This is an optimization exercise on Yosys and OpenROAD, whose aim is small area, a short achievable clock period and few clock cycles, not a production implementation.
RTL that was checked went through simulation tests only; none was proved equivalent to the original.
The RTL of runs 1 and 2 was laid out without a check of its function.
In every run shown here, the design's own scripts or RTL, not TritonCTS, make the clock network.
The clock input has no modelled driver; a real chip could not lean on it and would need a root buffer or a full tree.
Power figures rest on the tool's default switching activity, not on a simulated workload.

==> design.v <==
module STI_DAC(clk ,reset, load, pi_data, pi_length, pi_fill, pi_msb, pi_low, pi_end,
	       so_data, so_valid,
	       oem_finish, oem_dataout, oem_addr,
	       odd1_wr, odd2_wr, odd3_wr, odd4_wr, even1_wr, even2_wr, even3_wr, even4_wr);
input		clk, reset;
input		load, pi_msb, pi_low, pi_end;
input	[15:0]	pi_data;
input	[1:0]	pi_length;
input		pi_fill;
output		so_data;
output		so_valid;
output		odd1_wr, odd2_wr, odd3_wr, odd4_wr, even1_wr, even2_wr, even3_wr, even4_wr;
output	reg	oem_finish;
output	[4:0]	oem_addr;
output	[7:0]	oem_dataout;
reg		busy;		 
reg	[2:0]	idx;		 
reg		hi;		 
reg		zero;		 
reg		msb_r;		 
reg	[7:0]	shift;		 
reg	[5:0]	pix;		 
reg	[3:1]	bge;		 
reg		wr_odd;		 
reg		wr_even;	 
reg		wr_data;	 
reg		zen;		 
wire off = pi_length[1] & (pi_msb ^ pi_fill);	 
reg zero0, hi0;					 
always @(*) begin
	case (pi_length)
	2'd0: begin zero0 = 1'b0; hi0 = pi_low; end
	2'd1: begin zero0 = 1'b0; hi0 = pi_msb; end
	2'd2: begin zero0 = off; hi0 = off ^ pi_msb; end	 
	default: begin zero0 = off; hi0 = pi_msb; end		 
	endcase
end
wire k1 = hi ^ msb_r;
wire off_r = pi_length[1] & (msb_r ^ pi_fill);
wire last_byte = (pi_length == 2'd0)
	| (~zero & k1 & ((pi_length == 2'd1) | off_r))		 
	| (zero & ~off_r & (pi_length == 2'd2) & ~k1)		 
	| (zero & ~off_r & (pi_length == 2'd3) & k1);		 
wire first_bit = ~zero0 & (pi_msb ? (hi0 ? pi_data[15] : pi_data[7])
				  : (hi0 ? pi_data[8] : pi_data[0]));
wire next_bit = ~zero & pi_data[{hi, idx}];
wire byte_end = busy & (idx == {3{~msb_r}});
wire last = byte_end & last_byte;
always @(posedge clk or posedge reset) begin
	if (reset) begin
		busy <= 1'b0;
	end else begin
		busy <= load | (busy & ~last);
	end
end
wire [2:0] idx_up = idx + 3'd1;
wire [2:0] idx_dn = idx - 3'd1;
always @(posedge clk) begin
	msb_r <= pi_msb;
	if (load) idx <= pi_msb ? 3'd6 : 3'd1;
	else idx <= msb_r ? idx_dn : idx_up;
	if (load) begin
		zero <= zero0;
		hi <= hi0;
	end else if (byte_end) begin
		zero <= zero ^ k1;
		hi <= ~hi;
	end
	shift <= {shift[6:0], load ? first_bit : next_bit};
end
assign so_data = shift[0];
wire pix_ev = pix[3] ^ pix[0];
wire fill = pi_end & ~bge[1] & ~(wr_odd | wr_even);
wire slot = byte_end | fill;
always @(posedge clk or posedge reset) begin
	if (reset) begin
		pix <= 6'd0;
		bge <= 3'd0;
		wr_odd <= 1'b0;
		wr_even <= 1'b0;
		wr_data <= 1'b0;
		oem_finish <= 1'b0;
	end else begin
		wr_odd <= slot & ~pix_ev;
		wr_even <= slot & pix_ev;
		wr_data <= byte_end;
		bge <= bge | ({bge[2:1], 1'b1} & {3{(wr_odd | wr_even) & (pix == 6'd63)}});
		pix <= pix + {5'd0, wr_odd | wr_even};
		oem_finish <= pi_end & bge[1];
	end
end
always @(posedge clk)
	zen <= ~byte_end & (load | busy | pi_end);
assign odd1_wr  = wr_odd & ~bge[1];
assign even1_wr = wr_even & ~bge[1];
assign odd2_wr  = bge[1] ? wr_odd & ~bge[2] : zen;
assign even2_wr = bge[1] ? wr_even & ~bge[2] : zen;
assign odd3_wr  = bge[2] ? wr_odd & ~bge[3] : zen;
assign even3_wr = bge[2] ? wr_even & ~bge[3] : zen;
assign odd4_wr  = bge[3] ? wr_odd : zen;
assign even4_wr = bge[3] ? wr_even : zen;
assign oem_addr = pix[5:1];
assign so_valid = busy | wr_data;
assign oem_dataout = shift & {8{wr_data}};
endmodule
==> flow/run.sh <==
#!/bin/bash
# Standard synthesis and layout, with plain buf_1 port buffers, free cell
# sizing, and a single clock buffer in place of the clock tree (pre_cts.tcl).
set -euo pipefail
here=$(pwd)
bash standard.sh synth > synth.log 2>&1
bash standard.sh 'BUFFER_PORTS_ARGS=-buffer_cell sky130_fd_sc_hd__buf_1' MATCH_CELL_FOOTPRINT=0 "PRE_CTS_TCL=$here/flow/pre_cts.tcl" finish > layout.log 2>&1
==> flow/pre_cts.tcl <==
# Clock tree: one clkbuf_16, placed at the centre of the registers, drives
# every register's clock pin (the design has about 30 registers). This
# replaces ORFS's two-level H-tree; all registers still see the same clock.
set block [ord::get_db_block]
set clknet [$block findNet clk]
set sinks {}
set sx 0
set sy 0
foreach it [$clknet getITerms] {
  set inst [$it getInst]
  set box [$inst getBBox]
  set sx [expr {$sx + ([$box xMin] + [$box xMax]) / 2}]
  set sy [expr {$sy + ([$box yMin] + [$box yMax]) / 2}]
  lappend sinks $it
}
set n [llength $sinks]
puts "pre_cts: $n clock sinks"
set master [[ord::get_db] findMaster sky130_fd_sc_hd__clkbuf_16]
set buf [odb::dbInst_create $block $master clkbuf_root]
set leaf [odb::dbNet_create $block clknet_root]
$leaf setSigType CLOCK
foreach it $sinks {
  $it disconnect
  $it connect $leaf
}
[$buf findITerm A] connect $clknet
[$buf findITerm X] connect $leaf
$buf setLocation [expr {$sx / $n}] [expr {$sy / $n}]
$buf setPlacementStatus PLACED
set_propagated_clock [all_clocks]
# the tree is built; skip ORFS's clock tree synthesis
proc clock_tree_synthesis {args} { puts "pre_cts: clock_tree_synthesis skipped" }
==> standard.sh <==
#!/bin/bash
# synth_recipe.tcl (not shown) runs the flow's synth.tcl, then flattens the netlist and writes it again
# the make line also repeats each setting of config.mk as NAME=value (left out here)
make -C /OpenROAD-flow-scripts/flow DESIGN_CONFIG=/design/flow/config.mk WORK_HOME=/design/flow/orfs CLKGATE_MAP_FILE= SYNTH_SCRIPT=/design/flow/synth_recipe.tcl "${@:-finish}"
==> config.mk <==
export PLATFORM = sky130hd
export DESIGN_NAME = STI_DAC
export DESIGN_NICKNAME = STI_DAC
export VERILOG_FILES = /design/flow/design.v
export SDC_FILE = /design/flow/constraint.sdc
export NUM_CORES = 4
export LEC_CHECK = 0
export CAP_MARGIN = 20
export CORE_MARGIN = 2
export CORE_UTILIZATION = 40
export SETUP_SLACK_MARGIN = 2.1
export SLEW_MARGIN = 20
==> constraint.sdc <==
create_clock -name core_clock -period 4.0 [get_ports {clk}]
set_input_delay 0.8000 -clock core_clock [delete_from_list [all_inputs] [get_ports {clk}]]
set_output_delay 0.8000 -clock core_clock [all_outputs]
set_load 0.01 [all_outputs]
==> impl_metrics.sql, run 1 <==
INSERT INTO impl_metrics (metric_group, metric, value, unit) VALUES
('routing', 'drt.antenna.violating_nets', '0', ''),
('worst_hold_path', 'timing.hold.worst.class', 'flop to flop', ''),
('floorplanning', 'core', '3633', 'um^2'),
('floorplanning', 'fp-row-count', '22', ''),
('timing', 'min_period_over_period', '0.4665', ''),
('cts', 'cts.reportedPaths.clkPinSlew', '0.11', 'ns'),
('timing', 'grt_setup_unrepaired', 'false', ''),
('floorplanning', 'floorplan.die.width', '65.37', 'um'),
('timing', 'period_minus_slack', '1.866', 'ns'),
('routing', 'viasPerCell', '4.893', ''),
('final_layout', 'relative_area_change_from_synthesis_to_final_layout', '15.70', '%'),
('routing', 'met2RoutedLength', '1.405', 'mm'),
('routing', 'route.vias.total', '1184', ''),
('routing', 'detail_route.wirelength', '2.828', 'mm'),
('timing', 'fin_tns_setup', '0', 'ns'),
('yosys', 'ys_dominant_reg_cell', 'sky130_fd_sc_hd__dfrtp_1', ''),
('power_and_ir_drop', 'powerDensity', '477.9', 'nW/um^2'),
('run_status', 'result_of_the_run', 'finished clean', ''),
('yosys', 'synth-edff-count', '2', ''),
('yosys', 'synth-async-reset-ratio', '0.4828', ''),
('timing', 'fin_hold_ws', '0.3550', 'ns'),
('final_layout', 'layout.cells.most_common', 'sky130_fd_sc_hd__buf_1', ''),
('global_routing', 'grt_first_pass_wirelength', '4.588', 'mm'),
('cts', 'clock_latency', '0.17', 'ns'),
('timing', 'count_of_final_setup_violators', '0', ''),
('job', 'timing.max_cap.violations', '0', ''),
('setup_path', 'worstPathArrival', '1.94', 'ns'),
('routing', 'met1_length', '1.251', 'mm'),
('yosys', 'synth_seq_area_share', '0.4452', ''),
('global_routing', 'globalRouteOverflowTotal', '0', ''),
('timing', 'skew', '0.009446', 'ns'),
('floorplanning', 'floorplan.initialDensity', '0.4146', ''),
('global_routing', 'grt_usage', '0.1293', ''),
('final_layout', 'design.final.nets', '226', ''),
('floorplanning', 'boundaryPins', '49', ''),
('setup_path', 'worst_r2r_path_depth', '5', ''),
('power_and_ir_drop', 'peakVddDrop', '0.2516', 'mV'),
('timing', 'fmaxAchievable', '535.9', 'MHz'),
('yosys', 'postSynthRegisterBits', '29', ''),
('setup_path', 'r2r_start', 'msb_r$_DFF_P_', ''),
('yosys', 'netlist_instances', '152', ''),
('final_layout', 'antennaDiodeCount', '0', ''),
('final_layout', 'most_frequent_cells_in_the_layout', 'sky130_fd_sc_hd__buf_1, sky130_fd_sc_hd__dfxtp_1, sky130_fd_sc_hd__nand2_1, sky130_fd_sc_hd__dfrtp_1, sky130_fd_sc_hd__inv_1', ''),
('final_layout', 'finalInstanceArea', '1743', 'um^2'),
('routing', 'detailed_route_drc_error_count', '0', ''),
('setup_path', 'regToRegEndpoint', 'idx[2]$_DFF_P_', ''),
('final_layout', 'layout-drive-gt1-share', '0.1134', ''),
('placed_design', 'dpl-instance-area', '1679', 'um^2'),
('placed_design', 'portBuffers', '48', ''),
('routing', 'drt-pass1-iter-count', '4', ''),
('placed_design', 'dp_hpwl', '2.256', 'mm'),
('timing', 'relSlewSlack', '0.6612', ''),
('placed_design', 'place_congestion', '0.7558', ''),
('global_routing', 'pin_count_of_the_biggest_net_entering_global_routing', '30', ''),
('power_and_ir_drop', 'p_leak', '0.7655', 'nW'),
('setup_path', 'r2r_slack', '2.33', 'ns'),
('worst_hold_path', 'worstHoldStart', 'shift[4]$_DFF_P_', ''),
('setup_path', 'cp_data_required_time', '4.07', 'ns'),
('worst_hold_path', 'hold-path-endpoint', 'shift[5]$_DFF_P_', ''),
('timing', 'timing_hold_violations_final', '0', ''),
('setup_path', 'critical_path.endpoint_type', 'flop', ''),
('timing', 'worst_slew_pin_slew', '0.5076', 'ns'),
('routing', 'met3_wirelength', '141', 'um'),
('setup_path', 'worstPathMaxFanout', '5', ''),
('worst_hold_path', 'hold_depth', '0', ''),
('floorplanning', 'die_y', '65.37', 'um'),
('global_routing', 'grt_pass1_vias', '1079', ''),
('floorplanning', 'total_die_area', '4273', 'um^2'),
('routing', 'maxUsedRoutingLayer', 'met4', ''),
('final_layout', 'finish.utilization', '0.4797', ''),
('routing', 'routedWlPerCell', '11.69', 'um'),
('power_and_ir_drop', 'finalPower', '0.0008329', 'W'),
('timing', 'timing_max_transition_violations_final', '0', ''),
('setup_path', 'startpoint_kind_of_the_worst_setup_timing_path', 'primary input', ''),
('yosys', 'syn-mean-instance-area', '9.911', 'um^2'),
('yosys', 'yosysWarningCount', '1', ''),
('setup_path', 'critPathKind', 'primary input to flop', ''),
('yosys', 'syn-cell-area', '1506', 'um^2'),
('global_routing', 'initial_antenna_violation_count', '0', ''),
('routing', 'drt-initial-drc-count', '40', ''),
('yosys', 'yosysUniqueCellTypes', '36', '');
per-layer routing:
metal	track usage	vias to the layer above
met2	0.2423	36
met1	0.1663	556
met4	0.01823	0
met3	0.008562	2
li1	-	590
met5	0	-
synthesized netlist by cell type, drive strengths merged, types with 2 or more instances:
cell / number / area share
a21oi: 6 / 0.020
nand2: 11 / 0.027
buf: 7 / 0.040
ha: 4 / 0.033
inv: 11 / 0.027
o21ai: 4 / 0.013
a31oi: 2 / 0.0083
edfxtp: 2 / 0.040
nor2b: 7 / 0.029
mux2i: 8 / 0.053
xnor2: 4 / 0.023
mux4: 2 / 0.030
xor2: 6 / 0.035
dfxtp: 13 / 0.17
a21o: 6 / 0.030
or2: 3 / 0.012
nand4: 3 / 0.012
dfrtp: 14 / 0.23
nor2: 9 / 0.022
nor3: 3 / 0.010
clkbuf: 2 / 0.0050
nand3: 5 / 0.017
and2: 10 / 0.043
worst max-delay path, stage by stage:
cell	delay, ns
sky130_fd_sc_hd__buf_2	0.14
sky130_fd_sc_hd__mux2i_2	0.25
sky130_fd_sc_hd__and2_4	0.19
sky130_fd_sc_hd__mux2i_1	0.17
sky130_fd_sc_hd__mux2i_1	0.09
sky130_fd_sc_hd__a211o_1	0.30
logic make-up after synthesis:
logic type	Yosys count	share of synthesized area
AO/OA/AOI/OAI	24	0.1038
flip-flops	29	0.4452
adder cells (fa/ha/maj)	5	0.04651
AND/OR/NAND/NOR	53	0.1836
XOR/XNOR	10	0.05814
buffers and inverters	20	0.07226
multiplexers	11	0.09053
how the worst max path moves through the flow:
| stage | end | slack, ns | start | cells after the start |
|---|---|---|---|---|
| 2_1_floorplan | shift[0]$_DFF_P_ | 2.21 | pi_length[1] | 5 |
| 3_3_place_gp | shift[0]$_DFF_P_ | 1.97 | pi_length[1] | 6 |
| 3_5_place_dp | shift[0]$_DFF_P_ | 1.90 | pi_length[1] | 6 |
| 4_1_cts | odd2_wr | 2.10 | bge[1]$_DFF_PP0_ | 4 |
| 5_1_grt | shift[0]$_DFF_P_ | 2.06 | pi_length[1] | 6 |
| 6_report | shift[0]$_DFF_P_ | 2.13 | pi_length[1] | 6 |
area by class of cell:
class / instances / area [um^2]
plain buffers: 1 / 25.02
fillers: 370 / 1891
inverters: 11 / 41.29
multi-input cells: 103 / 740.7
flip-flops and latches: 29 / 675.6
well taps: 48 / 60.06
repair buffers: 50 / 200.2
flip-flops by register name (all words and copies together) (netlist names):
name,flops
shift,8
oem_finish,1
msb_r,1
idx,3
zen,1
hi,1
busy,1
wr_odd,1
wr_even,1
zero,1
pix,6
wr_data,1
bge,3
power by group:
| part | switching [W] | leakage, nW | internal (W) |
|---|---|---|---|
| registers | 0.0000769 | 0.302 | 0.000371 |
| logic | 0.000136 | 0.451 | 0.000129 |
| clock network | 0.0000737 | 0.0123 | 0.0000465 |
| total | 0.000287 | 0.766 | 0.000546 |
per-stage QoR:
stage / setup slack (ns) / instances
finish: 2.134 / 242
global route: 2.063 / 242
CTS: 2.098 / 240
detailed placement: 1.900 / 239
global placement: 1.969 / 239
floorplan: 2.211 / 152
what timing repair did:
action	4_1_cts	5_1_grt
gates cloned	0	0
buffers inserted	0	2
gates resized for setup	2	13
pin swaps	0	2
setup endpoints to repair	3	7
hold buffers	0	0
==> run 2, diff against run 1 <==
--- a/design.v
+++ b/design.v
@@ -19,2 +19,3 @@
 reg		zero;		 
+reg		be;		 
 reg		msb_r;		 
@@ -46,3 +47,3 @@
 wire next_bit = ~zero & pi_data[{hi, idx}];
-wire byte_end = busy & (idx == {3{~msb_r}});
+wire byte_end = be;
 wire last = byte_end & last_byte;
@@ -51,4 +52,6 @@
 		busy <= 1'b0;
+		be <= 1'b0;
 	end else begin
 		busy <= load | (busy & ~last);
+		be <= busy & (idx == (msb_r ? 3'd1 : 3'd6));
 	end
==> impl_metrics.sql, run 2 <==
INSERT INTO impl_metrics (metric_group, metric, value, unit) VALUES
('run_status', 'result_of_the_run', 'finished clean', ''),
('floorplanning', 'floorplan.initialDensity', '0.4129', ''),
('yosys', 'synth_largest_area_cell', 'sky130_fd_sc_hd__dfrtp_1', ''),
('yosys', 'ys_dominant_reg_cell', 'sky130_fd_sc_hd__dfrtp_1', ''),
('setup_path', 'startpoint_kind_of_the_worst_setup_timing_path', 'flop', ''),
('timing', 'final.setup.worst_slack', '2.137', 'ns'),
('worst_hold_path', 'timing.hold.worst.class', 'flop to flop', ''),
('timing', 'fin_tns_setup', '0', 'ns'),
('routing', 'routedWlPerCell', '11.71', 'um'),
('global_routing', 'grt_first_pass_wirelength', '4.705', 'mm'),
('yosys', 'synth_top_cells_by_count', 'sky130_fd_sc_hd__dfrtp_1, sky130_fd_sc_hd__dfxtp_1, sky130_fd_sc_hd__nand2_1', ''),
('floorplanning', 'boundaryPins', '49', ''),
('floorplanning', 'total_die_area', '4256', 'um^2'),
('yosys', 'synth-async-reset-ratio', '0.5000', ''),
('timing', 'period_minus_slack', '1.863', 'ns'),
('final_layout', 'registers.top_by_ff_count', 'shift', ''),
('worst_hold_path', 'hold_depth', '0', ''),
('floorplanning', 'core', '3633', 'um^2'),
('placed_design', 'numPlacedInstances', '237', ''),
('yosys', 'postSynthRegisterBits', '30', ''),
('yosys', 'synth_seq_area_share', '0.4637', ''),
('timing', 'grt_setup_unrepaired', 'true', ''),
('cts', 'cts.reportedPaths.clkPinSlew', '0.11', 'ns'),
('global_routing', 'grt_pass1_vias', '1038', ''),
('routing', 'drt-initial-drc-count', '38', ''),
('yosys', 'netlist_top_cells_area', 'sky130_fd_sc_hd__dfrtp_1, sky130_fd_sc_hd__dfxtp_1, sky130_fd_sc_hd__mux2i_1', ''),
('setup_path', 'critPathKind', 'flop to primary output', ''),
('routing', 'detailed_route_drc_error_count', '0', ''),
('global_routing', 'gr-usage-met2', '0.2168', ''),
('power_and_ir_drop', 'power.net_switching', '0.0002802', 'W'),
('global_routing', 'globalRouteOverflowTotal', '0', ''),
('routing', 'drt-pass1-iter-count', '4', ''),
('power_and_ir_drop', 'p_clk_frac', '0.146', ''),
('routing', 'viasPerCell', '4.776', ''),
('placed_design', 'dpl-instance-area', '1683', 'um^2'),
('power_and_ir_drop', 'switching_share', '0.3382', ''),
('placed_design', 'pre_cts_slack', '1.833', 'ns'),
('setup_path', 'worst_r2r_path_depth', '4', ''),
('routing', 'detail_route.wirelength', '2.823', 'mm'),
('floorplanning', 'floorplan.die.width', '65.24', 'um'),
('yosys', 'netlist_instances', '149', ''),
('placed_design', 'place_congestion', '0.8772', ''),
('routing', 'route.vias.total', '1151', ''),
('power_and_ir_drop', 'seq_power_share', '0.547', ''),
('global_routing', 'pin_count_of_the_biggest_net_entering_global_routing', '31', ''),
('routing', 'drt.antenna.violating_nets', '0', ''),
('final_layout', 'relative_area_change_from_synthesis_to_final_layout', '17.60', '%'),
('global_routing', 'grt_usage', '0.1325', ''),
('setup_path', 'worstPathArrival', '1.06', 'ns'),
('setup_path', 'r2r_start', 'idx[0]$_DFF_P_', ''),
('global_routing', 'grt.met3_usage', '0.01027', ''),
('final_layout', 'design.final.nets', '225', ''),
('placed_design', 'portBuffers', '48', ''),
('setup_path', 'regToRegEndpoint', 'shift[0]$_DFF_P_', ''),
('setup_path', 'critical_path.endpoint_type', 'primary output', ''),
('cts', 'clock_latency', '0.17', 'ns'),
('final_layout', 'most_frequent_cells_in_the_layout', 'sky130_fd_sc_hd__buf_1, sky130_fd_sc_hd__dfrtp_1, sky130_fd_sc_hd__dfxtp_1, sky130_fd_sc_hd__nand2_1, sky130_fd_sc_hd__and2_1', ''),
('setup_path', 'cp_data_required_time', '3.20', 'ns'),
('timing', 'timing_max_transition_violations_final', '0', ''),
('timing', 'skew', '0.005110', 'ns'),
('global_routing', 'initial_antenna_violation_count', '0', ''),
('floorplanning', 'fp-row-count', '22', ''),
('final_layout', 'finalInstanceArea', '1764', 'um^2'),
('final_layout', 'antennaDiodeCount', '0', ''),
('setup_path', 'worstPathMaxFanout', '4', ''),
('placed_design', 'dp_hpwl', '2.257', 'mm'),
('timing', 'relSlewSlack', '0.6203', ''),
('yosys', 'yosysUniqueCellTypes', '36', ''),
('timing', 'fmaxAchievable', '536.9', 'MHz'),
('yosys', 'synth-edff-count', '2', ''),
('setup_path', 'r2r_slack', '2.34', 'ns'),
('final_layout', 'layout-drive-gt1-share', '0.1036', ''),
('power_and_ir_drop', 'cell_internal_pwr', '0.0005482', 'W'),
('global_routing', 'grt_util_met1', '0.2015', ''),
('global_routing', 'grt_most_used_layer', 'met2', ''),
('final_layout', 'fin_cells', '241', ''),
('power_and_ir_drop', 'powerDensity', '469.6', 'nW/um^2'),
('yosys', 'syn-mean-instance-area', '10.07', 'um^2'),
('yosys', 'syn-cell-area', '1500', 'um^2'),
('final_layout', 'biggestRegsByFlops', 'shift x8, pix x6', ''),
('timing', 'count_of_final_setup_violators', '0', ''),
('power_and_ir_drop', 'combinationalPowerShare', '0.307', ''),
('final_layout', 'layout.cells.most_common', 'sky130_fd_sc_hd__buf_1', ''),
('timing', 'worst_slew_pin_slew', '0.5690', 'ns'),
('power_and_ir_drop', 'p_leak', '0.7776', 'nW'),
('worst_hold_path', 'worstHoldStart', 'shift[2]$_DFF_P_', ''),
('final_layout', 'largest_register_ff_count', '8', ''),
('floorplanning', 'die_y', '65.24', 'um'),
('power_and_ir_drop', 'peakVddDrop', '0.2313', 'mV'),
('timing', 'timing_hold_violations_final', '0', ''),
('worst_hold_path', 'hold-path-endpoint', 'shift[3]$_DFF_P_', ''),
('job', 'timing.max_cap.violations', '0', ''),
('yosys', 'yosysWarningCount', '1', ''),
('timing', 'min_period_over_period', '0.4656', ''),
('yosys', 'synthMostInstantiatedCell', 'sky130_fd_sc_hd__dfrtp_1', ''),
('yosys', 'synth_top_area_share', '0.2502', '');
[run 2: worst max-delay path by stage]
stage,slack (ns),depth (start not counted),start,to
final,2.14,3,bge[2]$_DFF_PP0_,even3_wr
after global routing,2.05,3,bge[2]$_DFF_PP0_,even3_wr
after CTS,2.11,3,bge[2]$_DFF_PP0_,even3_wr
after detailed placement,1.83,6,pi_length[1],shift[0]$_DFF_P_
after global placement,1.98,6,pi_length[1],shift[0]$_DFF_P_
after floorplan,2.25,5,pi_length[1],shift[0]$_DFF_P_
[run 2: layout make-up]
cell class                      count  area (um^2)
Inverter                            9        33.78
Fill cell                         382         1869
Sequential cell                    30        698.2
Buffer                              1        25.02
Timing Repair Buffer               51        220.2
Multi-Input combinational cell    102        726.9
Tap cell                           48        60.06
[run 2: power groups by stage]
| stage | logic, W | clock network [W] | registers [W] |
|---|---|---|---|
| floorplan | 0.000218 | 0 | 0.000436 |
| global placement | 0.000240 | 0 | 0.000457 |
| detailed placement | 0.000247 | 0 | 0.000462 |
| CTS | 0.000251 | 0.000124 | 0.000455 |
| global route | 0.000289 | 0.000137 | 0.000467 |
| finish | 0.000254 | 0.000121 | 0.000453 |
[run 2: through the flow]
stage / hold WS, ns / utilization / total power (W)
2_1_floorplan: 0.3230 / - / 0.0006544
3_3_place_gp: 0.3286 / 0.4632 / 0.0006971
3_5_place_dp: 0.3337 / 0.4632 / 0.0007093
4_1_cts: 0.3561 / 0.4738 / 0.0008302
5_1_grt: 0.3603 / 0.4855 / 0.0008924
6_report: 0.3537 / 0.4855 / 0.0008284
[run 2: routing by layer]
layer / share of wire / wire, um / vias to the layer above
li1: - / - / 585
met1: 0.48 / 1343 / 528
met2: 0.46 / 1293 / 36
met3: 0.059 / 166 / 2
met4: 0.0071 / 20 / 0
met5: 0 / 0 / -
[run 2: repair_timing]
action | in CTS | in global routing
hold endpoints to repair | 0 | 0
buffers inserted | 1 | 2
pin swaps | 0 | 1
resized for setup | 3 | 8
setup endpoints to repair | 3 | 6
hold buffers | 0 | 0
[run 2: kinds of logic after synthesis]
group           share of synthesized area
mux                               0.07673
xor+xnor                          0.06422
simple gates                       0.1860
compound gates                     0.1018
buf+inv                           0.06088
fa+ha+maj                         0.04671
flops                              0.4637
[run 2: worst max-delay path: stages (launching register included)]
cell and delay (ns):
sky130_fd_sc_hd__dfrtp_1 0.43, sky130_fd_sc_hd__nor2b_1 0.19, sky130_fd_sc_hd__a21o_1 0.11, sky130_fd_sc_hd__buf_1 0.15
==> run 3, diff against run 2 <==
--- a/design.v
+++ b/design.v
@@ -38,8 +38,7 @@
 end
-wire k1 = hi ^ msb_r;
-wire off_r = pi_length[1] & (msb_r ^ pi_fill);
+wire k1 = hi ^ pi_msb;
 wire last_byte = (pi_length == 2'd0)
-	| (~zero & k1 & ((pi_length == 2'd1) | off_r))		 
-	| (zero & ~off_r & (pi_length == 2'd2) & ~k1)		 
-	| (zero & ~off_r & (pi_length == 2'd3) & k1);		 
+	| (~zero & k1 & ((pi_length == 2'd1) | off))		 
+	| (zero & ~off & (pi_length == 2'd2) & ~k1)		 
+	| (zero & ~off & (pi_length == 2'd3) & k1);		 
 wire first_bit = ~zero0 & (pi_msb ? (hi0 ? pi_data[15] : pi_data[7])
==> flow/run.sh (replaced) <==
#!/bin/bash
# Standard synthesis and layout, with plain buf_1 port buffers, free cell
# sizing, no timing repair before placement (repair runs after the clock is
# built), and a single clock buffer in place of the clock tree (pre_cts.tcl).
set -euo pipefail
here=$(pwd)
bash standard.sh synth > synth.log 2>&1
bash standard.sh 'BUFFER_PORTS_ARGS=-buffer_cell sky130_fd_sc_hd__buf_1' MATCH_CELL_FOOTPRINT=0 REMOVE_ABC_BUFFERS=1 "PRE_CTS_TCL=$here/flow/pre_cts.tcl" finish > layout.log 2>&1
--- a/config.mk
+++ b/config.mk
@@ -10,3 +10,3 @@
 export CORE_UTILIZATION = 40
-export SETUP_SLACK_MARGIN = 2.1
+export SETUP_SLACK_MARGIN = 2.4
 export SLEW_MARGIN = 20
==> impl_metrics.sql, run 3 <==
INSERT INTO impl_metrics (metric_group, metric, value, unit) VALUES
('run_status', 'result_of_the_run', 'finished clean', ''),
('floorplanning', 'fp-row-count', '22', ''),
('global_routing', 'grt_usage', '0.1288', ''),
('timing', 'worst_slew_pin_slew', '0.5352', 'ns'),
('placed_design', 'place_congestion', '0.8885', ''),
('setup_path', 'worstPathMaxFanout', '5', ''),
('setup_path', 'critical_path.endpoint_type', 'primary output', ''),
('routing', 'viasPerCell', '4.775', ''),
('setup_path', 'cp_slowest_cell', 'sky130_fd_sc_hd__dfrtp_2', ''),
('final_layout', 'most_frequent_cells_in_the_layout', 'sky130_fd_sc_hd__buf_1, sky130_fd_sc_hd__dfrtp_1, sky130_fd_sc_hd__dfxtp_1, sky130_fd_sc_hd__nand2_1, sky130_fd_sc_hd__buf_6', ''),
('global_routing', 'pin_count_of_the_biggest_net_entering_global_routing', '31', ''),
('floorplanning', 'die_y', '65.19', 'um'),
('setup_path', 'critPathKind', 'flop to primary output', ''),
('timing', 'fmaxAchievable', '546.7', 'MHz'),
('timing', 'relSlewSlack', '0.6399', ''),
('setup_path', 'worstPathArrival', '1.03', 'ns'),
('cts', 'postCtsHoldBufs', '0', ''),
('yosys', 'netlist_instances', '148', ''),
('floorplanning', 'floorplan.die.width', '65.19', 'um'),
('timing', 'min_period_over_period', '0.4573', ''),
('yosys', 'postSynthRegisterBits', '30', ''),
('timing', 'grt_setup_unrepaired', 'true', ''),
('routing', 'drt-pass1-iter-count', '4', ''),
('timing', 'count_of_final_setup_violators', '0', ''),
('timing', 'timing_hold_violations_final', '0', ''),
('routing', 'drt-initial-drc-count', '26', ''),
('global_routing', 'grt_pass1_vias', '1013', ''),
('final_layout', 'layout.cells.most_common', 'sky130_fd_sc_hd__buf_1', ''),
('yosys', 'syn-mean-instance-area', '10.12', 'um^2'),
('placed_design', 'dp_hpwl', '2.201', 'mm'),
('yosys', 'synth_largest_area_cell', 'sky130_fd_sc_hd__dfrtp_1', ''),
('yosys', 'syn-cell-area', '1498', 'um^2'),
('routing', 'route.vias.total', '1189', ''),
('yosys', 'synth_seq_area_share', '0.4645', ''),
('final_layout', 'registers.top_by_ff_count', 'shift', ''),
('floorplanning', 'total_die_area', '4250', 'um^2'),
('yosys', 'netlist_top_cells_area', 'sky130_fd_sc_hd__dfrtp_1, sky130_fd_sc_hd__dfxtp_1, sky130_fd_sc_hd__mux2i_1', ''),
('timing', 'fin_tns_setup', '0', 'ns'),
('floorplanning', 'boundaryPins', '49', ''),
('timing', 'period_minus_slack', '1.829', 'ns'),
('yosys', 'synthMostInstantiatedCell', 'sky130_fd_sc_hd__dfrtp_1', ''),
('worst_hold_path', 'hold_depth', '0', ''),
('setup_path', 'timing.critical_path.cells', 'nor2b_4, a21o_1, buf_2', ''),
('yosys', 'synth-async-reset-ratio', '0.5000', ''),
('final_layout', 'layout-drive-gt1-share', '0.3134', ''),
('final_layout', 'antennaDiodeCount', '0', ''),
('yosys', 'synth-edff-count', '2', ''),
('setup_path', 'startpoint_kind_of_the_worst_setup_timing_path', 'flop', ''),
('timing', 'timing_max_transition_violations_final', '0', ''),
('global_routing', 'initial_antenna_violation_count', '0', ''),
('worst_hold_path', 'hold-path-endpoint', 'shift[2]$_DFF_P_', ''),
('yosys', 'yosysWarningCount', '1', ''),
('routing', 'detail_route.wirelength', '3.017', 'mm'),
('placed_design', 'portBuffers', '48', ''),
('routing', 'routedWlPerCell', '12.12', 'um'),
('global_routing', 'globalRouteOverflowTotal', '0', ''),
('power_and_ir_drop', 'powerDensity', '442.7', 'nW/um^2'),
('yosys', 'ys_dominant_reg_cell', 'sky130_fd_sc_hd__dfrtp_1', ''),
('floorplanning', 'core', '3633', 'um^2'),
('global_routing', 'grt_first_pass_wirelength', '4.554', 'mm'),
('final_layout', 'largest_register_ff_count', '8', ''),
('yosys', 'synth_top_cells_by_count', 'sky130_fd_sc_hd__dfrtp_1, sky130_fd_sc_hd__dfxtp_1, sky130_fd_sc_hd__nand2_1', ''),
('setup_path', 'worst_r2r_path_depth', '5', ''),
('worst_hold_path', 'worstHoldStart', 'shift[1]$_DFF_P_', ''),
('power_and_ir_drop', 'peakVddDrop', '0.2269', 'mV'),
('routing', 'detailed_route_drc_error_count', '0', ''),
('timing', 'skew', '0.003178', 'ns'),
('final_layout', 'biggestRegsByFlops', 'shift x8, pix x6', ''),
('placed_design', 'pre_cts_slack', '1.885', 'ns'),
('routing', 'drt.antenna.violating_nets', '0', ''),
('timing', 'fin_hold_ws', '0.3573', 'ns'),
('setup_path', 'r2r_start', 'hi$_DFFE_PP_', ''),
('job', 'timing.max_cap.violations', '0', ''),
('setup_path', 'cp_data_required_time', '3.20', 'ns'),
('yosys', 'yosysUniqueCellTypes', '33', ''),
('final_layout', 'relative_area_change_from_synthesis_to_final_layout', '33.00', '%'),
('floorplanning', 'floorplan.initialDensity', '0.4122', ''),
('setup_path', 'regToRegEndpoint', 'busy$_DFF_PP0_', ''),
('worst_hold_path', 'timing.hold.worst.class', 'flop to flop', ''),
('power_and_ir_drop', 'p_leak', '0.9182', 'nW'),
('cts', 'cts.reportedPaths.clkPinSlew', '0.11', 'ns'),
('setup_path', 'r2r_slack', '2.42', 'ns'),
('timing', 'final.setup.worst_slack', '2.171', 'ns'),
('setup_path', 'timing.critical_path.slowest_cell_delay', '0.45', 'ns'),
('cts', 'clock_latency', '0.17', 'ns'),
('yosys', 'synth_top_area_share', '0.2506', ''),
('setup_path', 'buffering_stage_count_on_the_worst_path_with_inverters_included', '1', ''),
('final_layout', 'design.final.nets', '233', ''),
('setup_path', 'critPathTopFamily', 'flip-flops', '');
-- run 3: repair_timing --
action,4_1_cts,5_1_grt
gates resized for setup,34,49
setup endpoints to repair,22,23
hold endpoints to repair,0,0
buffers inserted,6,6
pin swaps,5,8
-- run 3: worst max-delay path by stage --
stage | from | end | slack (ns) | depth (start not counted)
6_report | bge[2]$_DFF_PP0_ | odd3_wr | 2.17 | 3
5_1_grt | bge[2]$_DFF_PP0_ | odd3_wr | 2.13 | 3
4_1_cts | bge[2]$_DFF_PP0_ | odd3_wr | 2.16 | 3
3_5_place_dp | pi_msb | busy$_DFF_PP0_ | 1.89 | 7
3_3_place_gp | pi_msb | busy$_DFF_PP0_ | 1.96 | 6
2_1_floorplan | pi_msb | busy$_DFF_PP0_ | 2.26 | 5
-- run 3: power breakdown --
group	internal [W]	total, W	switching, W
registers	0.000381	0.000455	0.0000747
logic	0.000163	0.000308	0.000145
clock network	0.0000465	0.000119	0.0000723
total	0.000590	0.000882	0.000292
-- run 3: cells by family after synthesis --
| logic type | synth area share |
|---|---|
| buffers and inverters | 0.06600 |
| AO/OA/AOI/OAI | 0.09190 |
| adder cells (fa/ha/maj) | 0.04679 |
| AND/OR/NAND/NOR | 0.1880 |
| flip-flops | 0.4645 |
| multiplexers | 0.09023 |
| XOR/XNOR | 0.05263 |
-- run 3: final cells by class --
cell class,count,area [um^2]
Tap cell,48,60.06
Sequential cell,30,700.7
Inverter,9,33.78
Buffer,1,25.02
Multi-Input combinational cell,101,783.3
Timing Repair Buffer,60,389.1
Fill cell,337,1642
-- run 3: per-stage QoR --
step	util	area, um^2	total power (W)	instances
2_1_floorplan	-	1433	0.0006149	140
3_3_place_gp	0.4604	1673	0.0006953	236
3_5_place_dp	0.4604	1673	0.0007066	236
4_1_cts	0.4969	1805	0.0008440	243
5_1_grt	0.5482	1992	0.0009503	249
6_report	0.5482	1992	0.0008818	249
-- run 3: metal layers --
metal | track usage | share of wire | up-vias | routed length [um]
met5 | 0 | 0 | - | 0
met1 | 0.1905 | 0.45 | 563 | 1345
li1 | - | - | 601 | -
met3 | 0.01199 | 0.038 | 2 | 114
met2 | 0.2181 | 0.51 | 23 | 1549
met4 | 0.002604 | 0.0027 | 0 | 8
Testbench counts of run 3, summed over its fixed seeds: cycles 10,845.
==> run 4, diff against run 3 <==
--- a/config.mk
+++ b/config.mk
@@ -10,3 +10,3 @@
 export CORE_UTILIZATION = 40
-export SETUP_SLACK_MARGIN = 2.4
+export SETUP_SLACK_MARGIN = 2.1
 export SLEW_MARGIN = 20
==> impl_metrics.sql, run 4 <==
INSERT INTO impl_metrics (metric_group, metric, value, unit) VALUES
('run_status', 'result_of_the_run', 'finished clean', ''),
('final_layout', 'most_frequent_cells_in_the_layout', 'sky130_fd_sc_hd__buf_1, sky130_fd_sc_hd__dfrtp_1, sky130_fd_sc_hd__dfxtp_1, sky130_fd_sc_hd__nand2_1', ''),
('job', 'timing.max_cap.violations', '0', ''),
('yosys', 'ys_dominant_reg_cell', 'sky130_fd_sc_hd__dfrtp_1', ''),
('global_routing', 'grt_first_pass_wirelength', '4.429', 'mm'),
('routing', 'detail_route.wirelength', '2.750', 'mm'),
('final_layout', 'registers.top_by_ff_count', 'shift', ''),
('timing', 'min_period_over_period', '0.4679', ''),
('yosys', 'synth_largest_area_cell', 'sky130_fd_sc_hd__dfrtp_1', ''),
('yosys', 'syn-cell-area', '1498', 'um^2'),
('yosys', 'synth_adder_area_share', '0.04678', ''),
('floorplanning', 'floorplan.die.width', '65.19', 'um'),
('floorplanning', 'boundaryPins', '49', ''),
('yosys', 'netlist_top_cells_area', 'sky130_fd_sc_hd__dfrtp_1, sky130_fd_sc_hd__dfxtp_1, sky130_fd_sc_hd__mux2i_1', ''),
('timing', 'worst_slew_pin_slew', '0.5566', 'ns'),
('yosys', 'synth-edff-count', '2', ''),
('final_layout', 'layout.cells.most_common', 'sky130_fd_sc_hd__buf_1', ''),
('placed_design', 'place_congestion', '0.8885', ''),
('timing', 'period_minus_slack', '1.872', 'ns'),
('global_routing', 'initial_antenna_violation_count', '0', ''),
('floorplanning', 'fp-row-count', '22', ''),
('final_layout', 'design.final.nets', '224', ''),
('yosys', 'synth-async-reset-ratio', '0.5000', ''),
('final_layout', 'fin_cells', '240', ''),
('routing', 'routedWlPerCell', '11.46', 'um'),
('timing', 'grt_setup_unrepaired', 'true', ''),
('global_routing', 'grt.met3_usage', '0.01199', ''),
('timing', 'fmaxAchievable', '534.3', 'MHz'),
('yosys', 'yosysWarningCount', '1', ''),
('floorplanning', 'total_die_area', '4250', 'um^2'),
('yosys', 'synth_top_cells_by_count', 'sky130_fd_sc_hd__dfrtp_1, sky130_fd_sc_hd__dfxtp_1, sky130_fd_sc_hd__nand2_1', ''),
('global_routing', 'grt_most_used_layer', 'met2', ''),
('placed_design', 'dp_hpwl', '2.201', 'mm'),
('yosys', 'postSynthRegisterBits', '30', ''),
('yosys', 'synthMostInstantiatedCell', 'sky130_fd_sc_hd__dfrtp_1', ''),
('routing', 'drt-initial-drc-count', '37', ''),
('global_routing', 'grt_pass1_vias', '973', ''),
('power_and_ir_drop', 'powerDensity', '473.3', 'nW/um^2'),
('setup_path', 'critPathKind', 'flop to primary output', ''),
('final_layout', 'antennaDiodeCount', '0', ''),
('placed_design', 'numPlacedInstances', '236', ''),
('power_and_ir_drop', 'peakVddDrop', '0.2285', 'mV'),
('floorplanning', 'floorplan.initialDensity', '0.4122', ''),
('yosys', 'syn-mean-instance-area', '10.12', 'um^2'),
('yosys', 'muxShareOfSynthArea', '0.09023', ''),
('global_routing', 'grt_util_met1', '0.1903', ''),
('worst_hold_path', 'worstHoldStart', 'shift[1]$_DFF_P_', ''),
('setup_path', 'r2r_start', 'idx[0]$_DFF_P_', ''),
('final_layout', 'biggestRegsByFlops', 'shift x8, pix x6', ''),
('power_and_ir_drop', 'p_leak', '0.7745', 'nW'),
('yosys', 'synth-simple-area-share', '0.1880', ''),
('cts', 'clock_latency', '0.17', 'ns'),
('cts', 'cts.reportedPaths.clkPinSlew', '0.11', 'ns'),
('setup_path', 'regToRegEndpoint', 'shift[0]$_DFF_P_', ''),
('routing', 'drt.antenna.violating_nets', '0', ''),
('final_layout', 'relative_area_change_from_synthesis_to_final_layout', '15.96', '%'),
('yosys', 'synth_top_area_share', '0.2506', ''),
('setup_path', 'worst_r2r_path_depth', '4', ''),
('yosys', 'synth_top_family_by_area', 'simple AND/OR/NAND/NOR gates', ''),
('global_routing', 'globalRouteOverflowTotal', '0', ''),
('setup_path', 'cp_data_required_time', '3.20', 'ns'),
('final_layout', 'num-fill-cells', '363', ''),
('yosys', 'netlist_instances', '148', ''),
('final_layout', 'layout-drive-gt1-share', '0.07813', ''),
('worst_hold_path', 'hold_depth', '0', ''),
('setup_path', 'worstPathArrival', '1.07', 'ns'),
('setup_path', 'r2r_slack', '2.34', 'ns'),
('timing', 'relSlewSlack', '0.6285', ''),
('floorplanning', 'die_y', '65.19', 'um'),
('timing', 'timing_hold_violations_final', '0', ''),
('floorplanning', 'core', '3633', 'um^2');
run 4: cell counts after synthesis:
No cell type changed its count.
run 4: area by class of cell:
cell class | count | area (um^2) | share of cell area
Timing Repair Buffer | 51 | 205.2 | 0.1182
Sequential cell | 30 | 696.9 | 0.4013
Inverter | 9 | 33.78 | 0.01945
Multi-Input combinational cell | 101 | 715.7 | 0.4121
Buffer | 1 | 25.02 | 0.01441
Tap cell | 48 | 60.06 | 0.03458
run 4: how the worst max path moves through the flow:
| stage | startpoint | end |
|---|---|---|
| floorplan | pi_msb | busy$_DFF_PP0_ |
| global placement | pi_msb | busy$_DFF_PP0_ |
| detailed placement | pi_msb | busy$_DFF_PP0_ |
| CTS | bge[2]$_DFF_PP0_ | odd3_wr |
| global route | bge[1]$_DFF_PP0_ | even2_wr |
| finish | bge[2]$_DFF_PP0_ | odd3_wr |
run 4: power breakdown:
| group | internal, W | switching [W] |
|---|---|---|
| Clock | 0.0000465 | 0.0000732 |
| Combinational | 0.000117 | 0.000131 |
| Sequential | 0.000379 | 0.0000745 |
| Total | 0.000543 | 0.000279 |
run 4: logic make-up after synthesis:
family | Yosys count
flops | 30
compound gates | 22
buf+inv | 17
xor+xnor | 9
mux | 11
simple gates | 54
fa+ha+maj | 5
run 4: what timing repair did:
item | CTS | global route
gates resized for setup | 1 | 5
endpoints found under the setup margin | 3 | 6
setup buffers | 2 | 1
run 4: routing by layer:
metal,vias up,wire length (um)
met5,-,0
met4,0,8
met3,2,122
met2,23,1347
met1,544,1272
li1,578,-
run 4: worst max-delay path, stage by stage, from the launching register on:
cell and delay (ns):
sky130_fd_sc_hd__dfrtp_1 0.44, sky130_fd_sc_hd__nor2b_2 0.18, sky130_fd_sc_hd__a21o_1 0.17, sky130_fd_sc_hd__buf_1 0.12
run 4: stage by stage:
step	power [W]	setup slack, ns	cell area (um^2)	util
global route	0.0008862	2.077	1737	0.4780
CTS	0.0008272	2.121	1714	0.4718
detailed placement	0.0007066	1.885	1673	0.4604
global placement	0.0006953	1.961	1673	0.4604
finish	0.0008219	2.128	1737	0.4780
floorplan	0.0006149	2.262	1433	-

-- separate check: timing with driven ports --
No port has a modelled driver above. Below, the same layouts with a new extraction and two added sets of constraints.
Step 1: set_driving_cell puts a clkbuf_16 on clk and a buf_2 on each other input, an assumption about the parent block.
Step 2 adds t to the input delays and takes it off the output delays; t is the mean of the earliest and latest rising clock arrival at the registers after step 1. Input paths then give back, and output paths get back, about the clock's delay inside the block.
Three values: ideal, step 1, step 2; two values: the first two.
run | t (ns) | setup slack, ns | hold slack, ns | cell pins on the clock port's net
run 1 | 0.194 | 2.134 / 2.112 / 1.947 | 0.355 / 0.355 / 0.355 | 1
run 2 | 0.200 | 2.137 / 2.105 / 1.974 | 0.354 / 0.354 / 0.354 | 1
run 3 | 0.193 | 2.171 / 2.142 / 2.092 | 0.357 / 0.357 / 0.357 | 1
run 4 | 0.194 | 2.128 / 2.100 / 1.963 | 0.353 / 0.353 / 0.353 | 1
After both steps setup and hold are still met in every run listed. The setup slack of run 1, which loses most, moves by -0.022 ns with the drivers and by -0.187 ns with both steps.
